Background: an optimization exercise with open tools, aiming at small area. Do not read the settings as production practice. The RTL was checked by simulation tests, not by an equivalence proof against the original design. No activity file was given, so power comes from the tool's default toggle rates.

==> design/flow/design.v <==
`timescale 1ns / 1ps
module mux_1 # (
   parameter TDATA_WIDTH = 8,
   parameter TKEEP_WIDTH = TDATA_WIDTH/8
) (
        input wire clk,
        input wire aresetn,
        input wire [TKEEP_WIDTH-1:0] input_keep,
        output logic [7:0] bytes_in_flit
    );
    always_ff @ (posedge clk) begin
        if (!aresetn)
            bytes_in_flit <= 0;
        else begin
            case (input_keep)
                1'b0: bytes_in_flit <= 0;
                1'b1: bytes_in_flit <= 1;
            endcase
        end 
    end
endmodule
`timescale 1ns / 1ps
module mux_2 # (
   parameter TDATA_WIDTH = 16,
   parameter TKEEP_WIDTH = TDATA_WIDTH/8
) (
        input wire clk,
        input wire aresetn,
        input wire [TKEEP_WIDTH-1:0] input_keep,
        output logic [7:0] bytes_in_flit
    );
    always_ff @ (posedge clk) begin
        if (!aresetn)
            bytes_in_flit <= 0;
        else begin
            case (input_keep)
                2'b00: bytes_in_flit <= 0;
                2'b01: bytes_in_flit <= 1;
                2'b11: bytes_in_flit <= 2;
                2'b10: bytes_in_flit <= 1;
            endcase
        end 
    end
endmodule
`timescale 1ns / 1ps
module mux_4 # (
   parameter TDATA_WIDTH = 32,
   parameter TKEEP_WIDTH = TDATA_WIDTH/8
) (
        input wire clk,
        input wire aresetn,
        input wire [TKEEP_WIDTH-1:0] input_keep,
        output logic [7:0] bytes_in_flit
    );
    always_ff @ (posedge clk) begin
        if (!aresetn)
            bytes_in_flit <= 0;
        else begin
            case (input_keep)
                4'h0: bytes_in_flit <= 0;
                4'h1: bytes_in_flit <= 1;
                4'h3: bytes_in_flit <= 2;
                4'h7: bytes_in_flit <= 3;
                4'hF: bytes_in_flit <= 4;
                4'hE: bytes_in_flit <= 3;
                4'hC: bytes_in_flit <= 2;
                4'h8: bytes_in_flit <= 1;
            endcase
        end 
    end
endmodule
`timescale 1ns / 1ps
module mux_8 # (
  parameter TDATA_WIDTH = 64,
  parameter TKEEP_WIDTH = TDATA_WIDTH/8
) (
       input wire clk,
       input wire aresetn,
       input wire [TKEEP_WIDTH-1:0] input_keep,
       output logic [7:0] bytes_in_flit
   );
   always_ff @ (posedge clk) begin
       if (!aresetn)
           bytes_in_flit <= 0;
       else begin
           case (input_keep)
               8'h0: bytes_in_flit <= 0;
               8'h1: bytes_in_flit <= 1;
               8'h3: bytes_in_flit <= 2;
               8'h7: bytes_in_flit <= 3;
               8'hF: bytes_in_flit <= 4;
               8'h1F: bytes_in_flit <= 5;
               8'h3F: bytes_in_flit <= 6;
               8'h7F: bytes_in_flit <= 7;
               8'hFF: bytes_in_flit <= 8;
               8'hFE: bytes_in_flit <= 7;
               8'hFC: bytes_in_flit <= 6;
               8'hF8: bytes_in_flit <= 5;
               8'hF0: bytes_in_flit <= 4;
               8'hE0: bytes_in_flit <= 3;
               8'hC0: bytes_in_flit <= 2;
               8'h80: bytes_in_flit <= 1;
           endcase
       end 
   end
endmodule
`timescale 1ns / 1ps
module mux_16 # (
   parameter TDATA_WIDTH = 128,
   parameter TKEEP_WIDTH = TDATA_WIDTH/8
) (
        input wire clk,
        input wire aresetn,
        input wire [TKEEP_WIDTH-1:0] input_keep,
        output logic [7:0] bytes_in_flit
    );
    always_ff @ (posedge clk) begin
        if (!aresetn)
            bytes_in_flit <= 0;
        else begin
            case (input_keep)
                16'h0: bytes_in_flit <= 0;
                16'h1: bytes_in_flit <= 1;
                16'h3: bytes_in_flit <= 2;
                16'h7: bytes_in_flit <= 3;
                16'hF: bytes_in_flit <= 4;
                16'h1F: bytes_in_flit <= 5;
                16'h3F: bytes_in_flit <= 6;
                16'h7F: bytes_in_flit <= 7;
                16'hFF: bytes_in_flit <= 8;
                16'h1FF: bytes_in_flit <= 9;
                16'h3FF: bytes_in_flit <= 10;
                16'h7FF: bytes_in_flit <= 11;
                16'hFFF: bytes_in_flit <= 12;
                16'h1FFF: bytes_in_flit <= 13;
                16'h3FFF: bytes_in_flit <= 14;
                16'h7FFF: bytes_in_flit <= 15;
                16'hFFFF: bytes_in_flit <= 16;
                16'hFFFE: bytes_in_flit <= 15;
                16'hFFFC: bytes_in_flit <= 14;
                16'hFFF8: bytes_in_flit <= 13;
                16'hFFF0: bytes_in_flit <= 12;
                16'hFFE0: bytes_in_flit <= 11;
                16'hFFC0: bytes_in_flit <= 10;
                16'hFF80: bytes_in_flit <= 9;
                16'hFF00: bytes_in_flit <= 8;
                16'hFE00: bytes_in_flit <= 7;
                16'hFC00: bytes_in_flit <= 6;
                16'hF800: bytes_in_flit <= 5;
                16'hF000: bytes_in_flit <= 4;
                16'hE000: bytes_in_flit <= 3;
                16'hC000: bytes_in_flit <= 2;
                16'h8000: bytes_in_flit <= 1;
            endcase
        end 
    end
endmodule
`timescale 1ns / 1ps
module mux_32 # (
   parameter TDATA_WIDTH = 256,
   parameter TKEEP_WIDTH = TDATA_WIDTH/8
) (
        input wire clk,
        input wire aresetn,
        input wire [TKEEP_WIDTH-1:0] input_keep,
        output logic [7:0] bytes_in_flit
    );
    always_ff @ (posedge clk) begin
        if (!aresetn)
            bytes_in_flit <= 0;
        else begin
            case (input_keep)
                32'h0: bytes_in_flit <= 0;
                32'h1: bytes_in_flit <= 1;
                32'h3: bytes_in_flit <= 2;
                32'h7: bytes_in_flit <= 3;
                32'hF: bytes_in_flit <= 4;
                32'h1F: bytes_in_flit <= 5;
                32'h3F: bytes_in_flit <= 6;
                32'h7F: bytes_in_flit <= 7;
                32'hFF: bytes_in_flit <= 8;
                32'h1FF: bytes_in_flit <= 9;
                32'h3FF: bytes_in_flit <= 10;
                32'h7FF: bytes_in_flit <= 11;
                32'hFFF: bytes_in_flit <= 12;
                32'h1FFF: bytes_in_flit <= 13;
                32'h3FFF: bytes_in_flit <= 14;
                32'h7FFF: bytes_in_flit <= 15;
                32'hFFFF: bytes_in_flit <= 16;
                32'h1FFFF: bytes_in_flit <= 17;
                32'h3FFFF: bytes_in_flit <= 18;
                32'h7FFFF: bytes_in_flit <= 19;
                32'hFFFFF: bytes_in_flit <= 20;
                32'h1FFFFF: bytes_in_flit <= 21;
                32'h3FFFFF: bytes_in_flit <= 22;
                32'h7FFFFF: bytes_in_flit <= 23;
                32'hFFFFFF: bytes_in_flit <= 24;
                32'h1FFFFFF: bytes_in_flit <= 25;
                32'h3FFFFFF: bytes_in_flit <= 26;
                32'h7FFFFFF: bytes_in_flit <= 27;
                32'hFFFFFFF: bytes_in_flit <= 28;
                32'h1FFFFFFF: bytes_in_flit <= 29;
                32'h3FFFFFFF: bytes_in_flit <= 30;
                32'h7FFFFFFF: bytes_in_flit <= 31;
                32'hFFFFFFFF: bytes_in_flit <= 32;
                32'hFFFFFFFE: bytes_in_flit <= 31;
                32'hFFFFFFFC: bytes_in_flit <= 30;
                32'hFFFFFFF8: bytes_in_flit <= 29;
                32'hFFFFFFF0: bytes_in_flit <= 28;
                32'hFFFFFFE0: bytes_in_flit <= 27;
                32'hFFFFFFC0: bytes_in_flit <= 26;
                32'hFFFFFF80: bytes_in_flit <= 25;
                32'hFFFFFF00: bytes_in_flit <= 24;
                32'hFFFFFE00: bytes_in_flit <= 23;
                32'hFFFFFC00: bytes_in_flit <= 22;
                32'hFFFFF800: bytes_in_flit <= 21;
                32'hFFFFF000: bytes_in_flit <= 20;
                32'hFFFFE000: bytes_in_flit <= 19;
                32'hFFFFC000: bytes_in_flit <= 18;
                32'hFFFF8000: bytes_in_flit <= 17;
                32'hFFFF0000: bytes_in_flit <= 16;
                32'hFFFE0000: bytes_in_flit <= 15;
                32'hFFFC0000: bytes_in_flit <= 14;
                32'hFFF80000: bytes_in_flit <= 13;
                32'hFFF00000: bytes_in_flit <= 12;
                32'hFFE00000: bytes_in_flit <= 11;
                32'hFFC00000: bytes_in_flit <= 10;
                32'hFF800000: bytes_in_flit <= 9;
                32'hFF000000: bytes_in_flit <= 8;
                32'hFE000000: bytes_in_flit <= 7;
                32'hFC000000: bytes_in_flit <= 6;
                32'hF8000000: bytes_in_flit <= 5;
                32'hF0000000: bytes_in_flit <= 4;
                32'hE0000000: bytes_in_flit <= 3;
                32'hC0000000: bytes_in_flit <= 2;
                32'h80000000: bytes_in_flit <= 1;
            endcase
        end 
    end
endmodule
`timescale 1ns / 1ps
module mux_64 # (
   parameter TDATA_WIDTH = 512,
   parameter TKEEP_WIDTH = TDATA_WIDTH/8
) (
        input wire clk,
        input wire aresetn,
        input wire [TKEEP_WIDTH-1:0] input_keep,
        output logic [7:0] bytes_in_flit
    );
    always_ff @ (posedge clk) begin
        if (!aresetn)
            bytes_in_flit <= 0;
        else begin
            case (input_keep)
                64'h0: bytes_in_flit <= 0;
                64'h1: bytes_in_flit <= 1;
                64'h3: bytes_in_flit <= 2;
                64'h7: bytes_in_flit <= 3;
                64'hF: bytes_in_flit <= 4;
                64'h1F: bytes_in_flit <= 5;
                64'h3F: bytes_in_flit <= 6;
                64'h7F: bytes_in_flit <= 7;
                64'hFF: bytes_in_flit <= 8;
                64'h1FF: bytes_in_flit <= 9;
                64'h3FF: bytes_in_flit <= 10;
                64'h7FF: bytes_in_flit <= 11;
                64'hFFF: bytes_in_flit <= 12;
                64'h1FFF: bytes_in_flit <= 13;
                64'h3FFF: bytes_in_flit <= 14;
                64'h7FFF: bytes_in_flit <= 15;
                64'hFFFF: bytes_in_flit <= 16;
                64'h1FFFF: bytes_in_flit <= 17;
                64'h3FFFF: bytes_in_flit <= 18;
                64'h7FFFF: bytes_in_flit <= 19;
                64'hFFFFF: bytes_in_flit <= 20;
                64'h1FFFFF: bytes_in_flit <= 21;
                64'h3FFFFF: bytes_in_flit <= 22;
                64'h7FFFFF: bytes_in_flit <= 23;
                64'hFFFFFF: bytes_in_flit <= 24;
                64'h1FFFFFF: bytes_in_flit <= 25;
                64'h3FFFFFF: bytes_in_flit <= 26;
                64'h7FFFFFF: bytes_in_flit <= 27;
                64'hFFFFFFF: bytes_in_flit <= 28;
                64'h1FFFFFFF: bytes_in_flit <= 29;
                64'h3FFFFFFF: bytes_in_flit <= 30;
                64'h7FFFFFFF: bytes_in_flit <= 31;
                64'hFFFFFFFF: bytes_in_flit <= 32;
                64'h1FFFFFFFF: bytes_in_flit <= 33;
                64'h3FFFFFFFF: bytes_in_flit <= 34;
                64'h7FFFFFFFF: bytes_in_flit <= 35;
                64'hFFFFFFFFF: bytes_in_flit <= 36;
                64'h1FFFFFFFFF: bytes_in_flit <= 37;
                64'h3FFFFFFFFF: bytes_in_flit <= 38;
                64'h7FFFFFFFFF: bytes_in_flit <= 39;
                64'hFFFFFFFFFF: bytes_in_flit <= 40;
                64'h1FFFFFFFFFF: bytes_in_flit <= 41;
                64'h3FFFFFFFFFF: bytes_in_flit <= 42;
                64'h7FFFFFFFFFF: bytes_in_flit <= 43;
                64'hFFFFFFFFFFF: bytes_in_flit <= 44;
                64'h1FFFFFFFFFFF: bytes_in_flit <= 45;
                64'h3FFFFFFFFFFF: bytes_in_flit <= 46;
                64'h7FFFFFFFFFFF: bytes_in_flit <= 47;
                64'hFFFFFFFFFFFF: bytes_in_flit <= 48;
                64'h1FFFFFFFFFFFF: bytes_in_flit <= 49;
                64'h3FFFFFFFFFFFF: bytes_in_flit <= 50;
                64'h7FFFFFFFFFFFF: bytes_in_flit <= 51;
                64'hFFFFFFFFFFFFF: bytes_in_flit <= 52;
                64'h1FFFFFFFFFFFFF: bytes_in_flit <= 53;
                64'h3FFFFFFFFFFFFF: bytes_in_flit <= 54;
                64'h7FFFFFFFFFFFFF: bytes_in_flit <= 55;
                64'hFFFFFFFFFFFFFF: bytes_in_flit <= 56;
                64'h1FFFFFFFFFFFFFF: bytes_in_flit <= 57;
                64'h3FFFFFFFFFFFFFF: bytes_in_flit <= 58;
                64'h7FFFFFFFFFFFFFF: bytes_in_flit <= 59;
                64'hFFFFFFFFFFFFFFF: bytes_in_flit <= 60;
                64'h1FFFFFFFFFFFFFFF: bytes_in_flit <= 61;
                64'h3FFFFFFFFFFFFFFF: bytes_in_flit <= 62;
                64'h7FFFFFFFFFFFFFFF: bytes_in_flit <= 63;
                64'hFFFFFFFFFFFFFFFF: bytes_in_flit <= 64;
                64'hFFFFFFFFFFFFFFFE: bytes_in_flit <= 63;
                64'hFFFFFFFFFFFFFFFC: bytes_in_flit <= 62;
                64'hFFFFFFFFFFFFFFF8: bytes_in_flit <= 61;
                64'hFFFFFFFFFFFFFFF0: bytes_in_flit <= 60;
                64'hFFFFFFFFFFFFFFE0: bytes_in_flit <= 59;
                64'hFFFFFFFFFFFFFFC0: bytes_in_flit <= 58;
                64'hFFFFFFFFFFFFFF80: bytes_in_flit <= 57;
                64'hFFFFFFFFFFFFFF00: bytes_in_flit <= 56;
                64'hFFFFFFFFFFFFFE00: bytes_in_flit <= 55;
                64'hFFFFFFFFFFFFFC00: bytes_in_flit <= 54;
                64'hFFFFFFFFFFFFF800: bytes_in_flit <= 53;
                64'hFFFFFFFFFFFFF000: bytes_in_flit <= 52;
                64'hFFFFFFFFFFFFE000: bytes_in_flit <= 51;
                64'hFFFFFFFFFFFFC000: bytes_in_flit <= 50;
                64'hFFFFFFFFFFFF8000: bytes_in_flit <= 49;
                64'hFFFFFFFFFFFF0000: bytes_in_flit <= 48;
                64'hFFFFFFFFFFFE0000: bytes_in_flit <= 47;
                64'hFFFFFFFFFFFC0000: bytes_in_flit <= 46;
                64'hFFFFFFFFFFF80000: bytes_in_flit <= 45;
                64'hFFFFFFFFFFF00000: bytes_in_flit <= 44;
                64'hFFFFFFFFFFE00000: bytes_in_flit <= 43;
                64'hFFFFFFFFFFC00000: bytes_in_flit <= 42;
                64'hFFFFFFFFFF800000: bytes_in_flit <= 41;
                64'hFFFFFFFFFF000000: bytes_in_flit <= 40;
                64'hFFFFFFFFFE000000: bytes_in_flit <= 39;
                64'hFFFFFFFFFC000000: bytes_in_flit <= 38;
                64'hFFFFFFFFF8000000: bytes_in_flit <= 37;
                64'hFFFFFFFFF0000000: bytes_in_flit <= 36;
                64'hFFFFFFFFE0000000: bytes_in_flit <= 35;
                64'hFFFFFFFFC0000000: bytes_in_flit <= 34;
                64'hFFFFFFFF80000000: bytes_in_flit <= 33;
                64'hFFFFFFFF00000000: bytes_in_flit <= 32;
                64'hFFFFFFFE00000000: bytes_in_flit <= 31;
                64'hFFFFFFFC00000000: bytes_in_flit <= 30;
                64'hFFFFFFF800000000: bytes_in_flit <= 29;
                64'hFFFFFFF000000000: bytes_in_flit <= 28;
                64'hFFFFFFE000000000: bytes_in_flit <= 27;
                64'hFFFFFFC000000000: bytes_in_flit <= 26;
                64'hFFFFFF8000000000: bytes_in_flit <= 25;
                64'hFFFFFF0000000000: bytes_in_flit <= 24;
                64'hFFFFFE0000000000: bytes_in_flit <= 23;
                64'hFFFFFC0000000000: bytes_in_flit <= 22;
                64'hFFFFF80000000000: bytes_in_flit <= 21;
                64'hFFFFF00000000000: bytes_in_flit <= 20;
                64'hFFFFE00000000000: bytes_in_flit <= 19;
                64'hFFFFC00000000000: bytes_in_flit <= 18;
                64'hFFFF800000000000: bytes_in_flit <= 17;
                64'hFFFF000000000000: bytes_in_flit <= 16;
                64'hFFFE000000000000: bytes_in_flit <= 15;
                64'hFFFC000000000000: bytes_in_flit <= 14;
                64'hFFF8000000000000: bytes_in_flit <= 13;
                64'hFFF0000000000000: bytes_in_flit <= 12;
                64'hFFE0000000000000: bytes_in_flit <= 11;
                64'hFFC0000000000000: bytes_in_flit <= 10;
                64'hFF80000000000000: bytes_in_flit <= 9;
                64'hFF00000000000000: bytes_in_flit <= 8;
                64'hFE00000000000000: bytes_in_flit <= 7;
                64'hFC00000000000000: bytes_in_flit <= 6;
                64'hF800000000000000: bytes_in_flit <= 5;
                64'hF000000000000000: bytes_in_flit <= 4;
                64'hE000000000000000: bytes_in_flit <= 3;
                64'hC000000000000000: bytes_in_flit <= 2;
                64'h8000000000000000: bytes_in_flit <= 1;
            endcase
        end 
    end
endmodule
`timescale 1ns / 1ps
module packet_snooper # (
   parameter TDATA_WIDTH = 512,
   parameter TKEEP_WIDTH = TDATA_WIDTH/8
) (
   input wire clk,
   input wire aresetn,
   input wire [TDATA_WIDTH-1:0] in_stream_TDATA,
   input wire [TKEEP_WIDTH-1:0] in_stream_TKEEP,
   input wire in_stream_TREADY,
   input wire in_stream_TVALID,
   input wire in_stream_TLAST,
   output logic [63:0] flit_count_TDATA,
   output logic [7:0] flit_count_TKEEP,
   input  logic flit_count_TREADY,
   output logic flit_count_TVALID,
   output logic flit_count_TLAST,
   output logic [63:0] packet_count_TDATA,
   output logic [7:0] packet_count_TKEEP,
   input  logic packet_count_TREADY,
   output logic packet_count_TVALID,
   output logic packet_count_TLAST,
   output logic [63:0] cycle_count_TDATA,
   output logic [7:0] cycle_count_TKEEP,
   input  logic cycle_count_TREADY,
   output logic cycle_count_TVALID,
   output logic cycle_count_TLAST,
   input measure,
   output logic [63:0] packet_size,
   output logic packet_size_valid,
   output logic measure_sync_out
);
   logic read_enable;
   logic fc_write_enable;
   logic pc_write_enable;
   logic cc_write_enable;
   logic [TKEEP_WIDTH-1:0] input_keep;
   logic input_last;
   logic [7:0] bytes_in_flit;
   logic [63:0] byte_sum;
   logic [63:0] flit_counter;  
   logic [63:0] packet_counter;  
   logic [63:0] cycle_counter;  
   assign read_enable = in_stream_TVALID & in_stream_TREADY;
   assign fc_write_enable = flit_count_TREADY;
   assign pc_write_enable = packet_count_TREADY;
   assign cc_write_enable = cycle_count_TREADY;
   assign input_keep = in_stream_TKEEP;
   assign input_last = in_stream_TLAST;
   enum int unsigned {IDLE, MEASURE, DONE} state, next_state;
   always_comb begin
       case (state)
           IDLE: begin
               if (measure)
                   next_state <= MEASURE;
               else
                   next_state <= IDLE;
           end
           MEASURE: begin
               if (!measure)
                   next_state <= DONE;
               else
                   next_state <= MEASURE;
           end
           DONE: begin
               next_state <= IDLE;
           end
           default: next_state <= IDLE;
       endcase
   end
   always_ff @ (posedge clk) begin
       if (!aresetn) begin
           state <= IDLE;
       end
       else begin
           state <= next_state;
       end
   end
   generate
       if (TKEEP_WIDTH == 1) begin
           mux_1 # (.TDATA_WIDTH (TDATA_WIDTH),.TKEEP_WIDTH (TKEEP_WIDTH)) inst1 
                (.clk(clk),
                 .aresetn(aresetn),
                 .input_keep(input_keep),
                 .bytes_in_flit(bytes_in_flit)
                 );
       end
       else if (TKEEP_WIDTH == 2) begin
           mux_2 # (.TDATA_WIDTH (TDATA_WIDTH),.TKEEP_WIDTH (TKEEP_WIDTH)) inst1 
                (.clk(clk),
                 .aresetn(aresetn),
                 .input_keep(input_keep),
                 .bytes_in_flit(bytes_in_flit)
                 );
       end
       else if (TKEEP_WIDTH == 4) begin
           mux_4 # (.TDATA_WIDTH (TDATA_WIDTH),.TKEEP_WIDTH (TKEEP_WIDTH)) inst1 
                (.clk(clk),
                 .aresetn(aresetn),
                 .input_keep(input_keep),
                 .bytes_in_flit(bytes_in_flit)
                 );
       end
       else if (TKEEP_WIDTH == 8) begin
           mux_8 # (.TDATA_WIDTH (TDATA_WIDTH),.TKEEP_WIDTH (TKEEP_WIDTH)) inst1 
                (.clk(clk),
                 .aresetn(aresetn),
                 .input_keep(input_keep),
                 .bytes_in_flit(bytes_in_flit)
                 );
       end
       else if (TKEEP_WIDTH == 16) begin
           mux_16 # (.TDATA_WIDTH (TDATA_WIDTH),.TKEEP_WIDTH (TKEEP_WIDTH)) inst1 
                (.clk(clk),
                 .aresetn(aresetn),
                 .input_keep(input_keep),
                 .bytes_in_flit(bytes_in_flit)
                 );
       end
       else if (TKEEP_WIDTH == 32) begin
           mux_32 # (.TDATA_WIDTH (TDATA_WIDTH),.TKEEP_WIDTH (TKEEP_WIDTH)) inst1 
                (.clk(clk),
                 .aresetn(aresetn),
                 .input_keep(input_keep),
                 .bytes_in_flit(bytes_in_flit)
                 );
       end
       else if (TKEEP_WIDTH == 64) begin
           mux_64 # (.TDATA_WIDTH (TDATA_WIDTH),.TKEEP_WIDTH (TKEEP_WIDTH)) inst1 
                (.clk(clk),
                 .aresetn(aresetn),
                 .input_keep(input_keep),
                 .bytes_in_flit(bytes_in_flit)
                 );
       end
   endgenerate
   always_ff @ (posedge clk) begin
       measure_sync_out <= measure;
       case (state)
           IDLE: begin
               cycle_counter <= 0;
               flit_counter <= 0;
               packet_counter <= 0;
               byte_sum <= 0;
               packet_size_valid <= 0;
           end
           MEASURE: begin
               cycle_counter <= cycle_counter + 1;
               if (read_enable) begin
                   flit_counter <= flit_counter + 1;                                  
                   if (input_last) begin
                       packet_counter = packet_counter + 1;
                       byte_sum = byte_sum + bytes_in_flit;
                       packet_size = byte_sum;
                       packet_size_valid = 1;
                       byte_sum = 0;
                   end
                   else begin
                       byte_sum <= byte_sum + bytes_in_flit;
                       packet_size_valid <= 0;
                   end
               end
           end
           DONE: begin
               if (cc_write_enable) begin
                  cycle_count_TDATA <= cycle_counter;
                  cycle_count_TKEEP <= 8'hFF;
                  cycle_count_TLAST <= 1'b1;
                  cycle_count_TVALID <= 1'b1;
               end
               else begin
                   cycle_count_TVALID <= 1'b0;
               end
               if (pc_write_enable) begin
                  packet_count_TDATA <= packet_counter;
                  packet_count_TKEEP <= 8'hFF;
                  packet_count_TLAST <= 1'b1;
                  packet_count_TVALID <= 1'b1;
               end
               else begin
                   packet_count_TVALID <= 1'b0;
               end
               if (fc_write_enable) begin
                  flit_count_TDATA <= flit_counter;
                  flit_count_TKEEP <= 8'hFF;
                  flit_count_TLAST <= 1'b1;
                  flit_count_TVALID <= 1'b1;
               end
               else begin
                   flit_count_TVALID <= 1'b0;
               end
           end
       endcase
  end
endmodule
==> design/flow/run.sh <==
#!/bin/bash
# synth_recipe.tcl (not shown) runs the flow's synth.tcl, then flattens the netlist and writes it again
# the make line also repeats each setting of config.mk as NAME=value (left out here)
make -C /OpenROAD-flow-scripts/flow DESIGN_CONFIG=/design/flow/config.mk WORK_HOME=/design/flow/orfs CLKGATE_MAP_FILE= SYNTH_SCRIPT=/design/flow/synth_recipe.tcl finish
==> design/flow/config.mk <==
export PLATFORM = sky130hd
export DESIGN_NAME = packet_snooper
export DESIGN_NICKNAME = packet_snooper
export VERILOG_FILES = /design/flow/design.v
export SDC_FILE = /design/flow/constraint.sdc
export NUM_CORES = 4
export LEC_CHECK = 0
export CAP_MARGIN = 20
export CORE_MARGIN = 2
export CORE_UTILIZATION = 30
export SLEW_MARGIN = 20
==> design/flow/constraint.sdc <==
create_clock -name core_clock -period 5.0 [get_ports {clk}]
set_input_delay 1.0000 -clock core_clock [delete_from_list [all_inputs] [get_ports {clk}]]
set_output_delay 1.0000 -clock core_clock [all_outputs]
set_load 0.01 [all_outputs]
==> notes.md <==
power groups by stage:
stage	logic [mW]	clock network, mW	registers, mW
CTS	0.550	4.15	5.22
detailed placement	0.545	0	5.31
floorplan	0.307	0	5.27
finish	0.549	4.06	5.22
global route	0.601	4.31	5.24
global placement	0.535	0	5.30
layout by cell type (no fill, tap or decap), types with 12 or more instances in the layout:
master           Yosys  routed
clkinv_1             0      13
buf_4               27      65
edfxtp_1           516     516
o21ai_0             48      48
or3_1               40      40
xor2_1             115     115
nor2_1             227     227
and4_1              38      38
inv_1               45      44
and3_1              53      53
and2_1              33      30
nand3_1            107     107
nor3_1              38      38
clkdlybuf4s50_1      0     333
a21oi_1             54      53
clkbuf_16            0      54
nand4_1            103     103
xnor2_1             97      97
o211ai_1            12      12
or4_1               22      22
nor2b_1             63      62
nand2_1            130     129
conb_1               1      27
nor4_2              14      16
nor4_1              59      56
stage by stage:
| step | setup slack (ns) | hold WS [ns] |
|---|---|---|
| final | 0.7051 | 0.4793 |
| after global routing | 0.6734 | 0.4993 |
| after CTS | 0.8331 | 0.4804 |
| after detailed placement | 0.2158 | 0.4658 |
| after global placement | -0.07561 | 0.4614 |
| after floorplan | 0.6407 | 0.4244 |
how the worst min path moves through the flow:
stage                       startpoint                      to  slack, ns  cells after the start
finish                flit_counter[63]    flit_count_TDATA[63]       0.48                      0
detailed placement    flit_counter[63]    flit_count_TDATA[63]       0.47                      0
CTS                 packet_counter[63]  packet_count_TDATA[63]       0.48                      0
floorplan             flit_counter[14]    flit_count_TDATA[14]       0.42                      0
global route        packet_counter[63]  packet_count_TDATA[63]       0.50                      0
global placement      flit_counter[63]    flit_count_TDATA[63]       0.46                      0
cells by family (layout without fill, tap and decap cells):
kind of cell	after synthesis	after routing	share of synthesized area, %
DFF	526	526	61.74
adders and majority gates	11	11	0.5709
other	1	27	0.01475
AOI/OAI and AO/OA	201	201	5.168
and+or+nand+nor	1009	1009	22.50
xor gates and xnor gates	212	212	7.304
buffers and inverters	145	541	2.712
registers in the layout (all words and copies together), names as in the netlist, named ones only:
name                 cells
byte_sum                64
cycle_count_TDATA       64
cycle_counter           64
flit_count_TDATA        64
flit_counter            64
packet_count_TDATA      64
packet_counter          64
packet_size             64
state                    2
cycle_count_TVALID       1
flit_count_TVALID        1
measure_sync_out         1
packet_count_TVALID      1
packet_size_valid        1
area by class of cell:
type / instances / area (µm²)
clock buffer: 64 / 1399
fill: 8096 / 51750
inverter: 45 / 168.9
tap: 1134 / 1419
clock inverter: 34 / 361.6
multi-input combinational: 1460 / 9210
timing repair buffer: 398 / 3821
sequential: 526 / 15700
per-layer routing:
| metal | routed length (µm) | track usage [%] |
|---|---|---|
| met2 | 35610 | 27.72 |
| met5 | 30 | 0 |
| met1 | 31370 | 21.55 |
| met3 | 6848 | 5.082 |
| met4 | 1783 | 4.519 |
==> flow_summary.json <==
{
  "slowest_delay_ns": 0.98,
  "core_um2": 83820,
  "synth_area_um2": 25420,
  "worst-r2r-cell-count": 8,
  "ys_warn_count": 2,
  "power_frac_seq_pct": 53.1,
  "yosysUniqueCellTypes": 78,
  "start_kind": "input port",
  "cp_max_fo": 9,
  "cts_resized": 0,
  "maxCapViolCount": 0,
  "fin_cells": 3661,
  "worstPathArrival_ns": 4.75,
  "p_per_area_nw_per_um2": 306.4,
  "grt_first_pass_wirelength_mm": 113.1,
  "start_util_pct": 30.33,
  "synth_cells": 2105,
  "grt_use_total_pct": 16.85,
  "p_comb_share_pct": 5.6,
  "crit_required_ns": 5.45,
  "synthFlopType": "edfxtp_1",
  "crit_path_frequent_cell": "nand4_2",
  "fmax_ghz": 0.2328,
  "dieArea_um2": 87090,
  "peakVddDrop_mv": 0.2038,
  "yosys.area.top_type": "edfxtp_1",
  "clkLatencyLatePin_ns": 0.59,
  "endpoint_kind": "flop",
  "post_cts_buffers": 0,
  "dpl_cell_area_um2": 30310,
  "critical_path.cell_chain": "clkdlybuf4s50_1, nor4_1, nand4_2, nor3_1, buf_4, a32o_1, a221oi_1, and3_1, nand4_2, o21bai_1",
  "cts_root_buffer": "clkbuf_16",
  "synth_common_cells": "edfxtp_1, nor2_1, nand2_1",
  "htreeDepth": 2,
  "setup_viol": 0,
  "r2r_start": "flit_counter[2]",
  "cts_buffer_depth": 3,
  "switching_share_pct": 22.49,
  "tightest_slew_ns": 1.072,
  "cts_tree": "built",
  "path_buf_inv": 2,
  "viasPerCell": 5.084,
  "dp_hpwl_mm": 56.19,
  "chipHeight_um": 295.1,
  "hp-class": "reg2reg",
  "vias": 18612,
  "fin_setup_tns_ns": 0,
  "grt_pass1_vias": 18343,
  "syn_avg_cell_area_um2": 12.08,
  "routedWlPerCell_um": 20.66,
  "diodes": 0,
  "min_period_ns": 4.295,
  "ant_nets": 0,
  "critPathLaunch": "in_stream_TKEEP[0]",
  "gp_congestion": 0.8858,
  "wirelength_mm": 75.64,
  "rr_endpoint": "flit_counter[63]",
  "power_mw": 9.829,
  "synthToLayoutAreaGrowth_pct": 26.16,
  "power.share.clock_pct": 41.3,
  "crit_family": "simple AND/OR/NAND/NOR gates",
  "synth.area.top_cells": "edfxtp_1, xor2_1, nor2_1, xnor2_1, nand4_1",
  "cp.depth": 10,
  "rows": 106,
  "ff2ff_setup_slack_ns": 1.29,
  "cts.sinks": 526,
  "slew_viol_final": 0,
  "netlist.area_leader.share_pct": 60.95,
  "critical_path_class": "in2reg",
  "cts_hold_buf": 0,
  "firstDrtPassIters": 5,
  "io_buffers": 333,
  "fin_skew_ns": 0.02270,
  "antenna_found_initial": 3,
  "cts_inserted_buffers": 52,
  "status": "timing/DRC/antenna clean",
  "rsz0062_at_grt": "false",
  "drive_gt1_share_pct": 7.835,
  "nets": 3079,
  "cpMaxStageDelayCell": "nor4_1",
  "async_flop_share_pct": 0,
  "io-pin-count": 873,
  "static-leakage-power_nw": 10.48,
  "final_area_um2": 32070,
  "min_period_over_period_pct": 85.90,
  "p_int_mw": 7.619,
  "clk_pin_slew_ns": 0.06,
  "dp_cells": 3563,
  "ys_seq_elements": 526,
  "switchingPower_mw": 2.210,
  "grt_max_degree": 69,
  "die_w_um": 295.1,
  "hold_viol": 0,
  "remaining_drc_errors": 0,
  "max_slew_margin_pct": 27.89,
  "ys_seq_area_share_pct": 61.74,
  "grt_overflow_total": 0,
  "first_iter_violations": 1632,
  "synth_most_common_cell": "edfxtp_1",
  "fin_util_pct": 38.27,
  "synth_edf_count": 516
}

==> re-timing with driven ports <==
No port has a modelled driver above. Below, the same layout with a new extraction and two added sets of constraints.
Step 1: set_driving_cell puts a clkbuf_16 on clk and a buf_2 on each other input, an assumption about the parent block.
Step 2 moves the port delays by t, midway between the first and last clock arrival at a register: inputs arrive t later, outputs are due t later. That takes back most of the time a late clock gives input paths.
a / b / c = ideal ports / drivers / drivers and shift; a / b = the first two.
shift t [ns]: 0.645
slack for setup (ns): 0.705 / 0.743 / 0.098
hold WS [ns]: 0.479 / 0.479 / 0.479
clock arrival spread, ns: 0.029 / 0.028
worst register clock-pin slew, ns: 0.07 / 0.07
After both steps this run still meets setup and hold. The setup slack of this run moves by +0.038 ns with the drivers and by -0.607 ns with both steps.
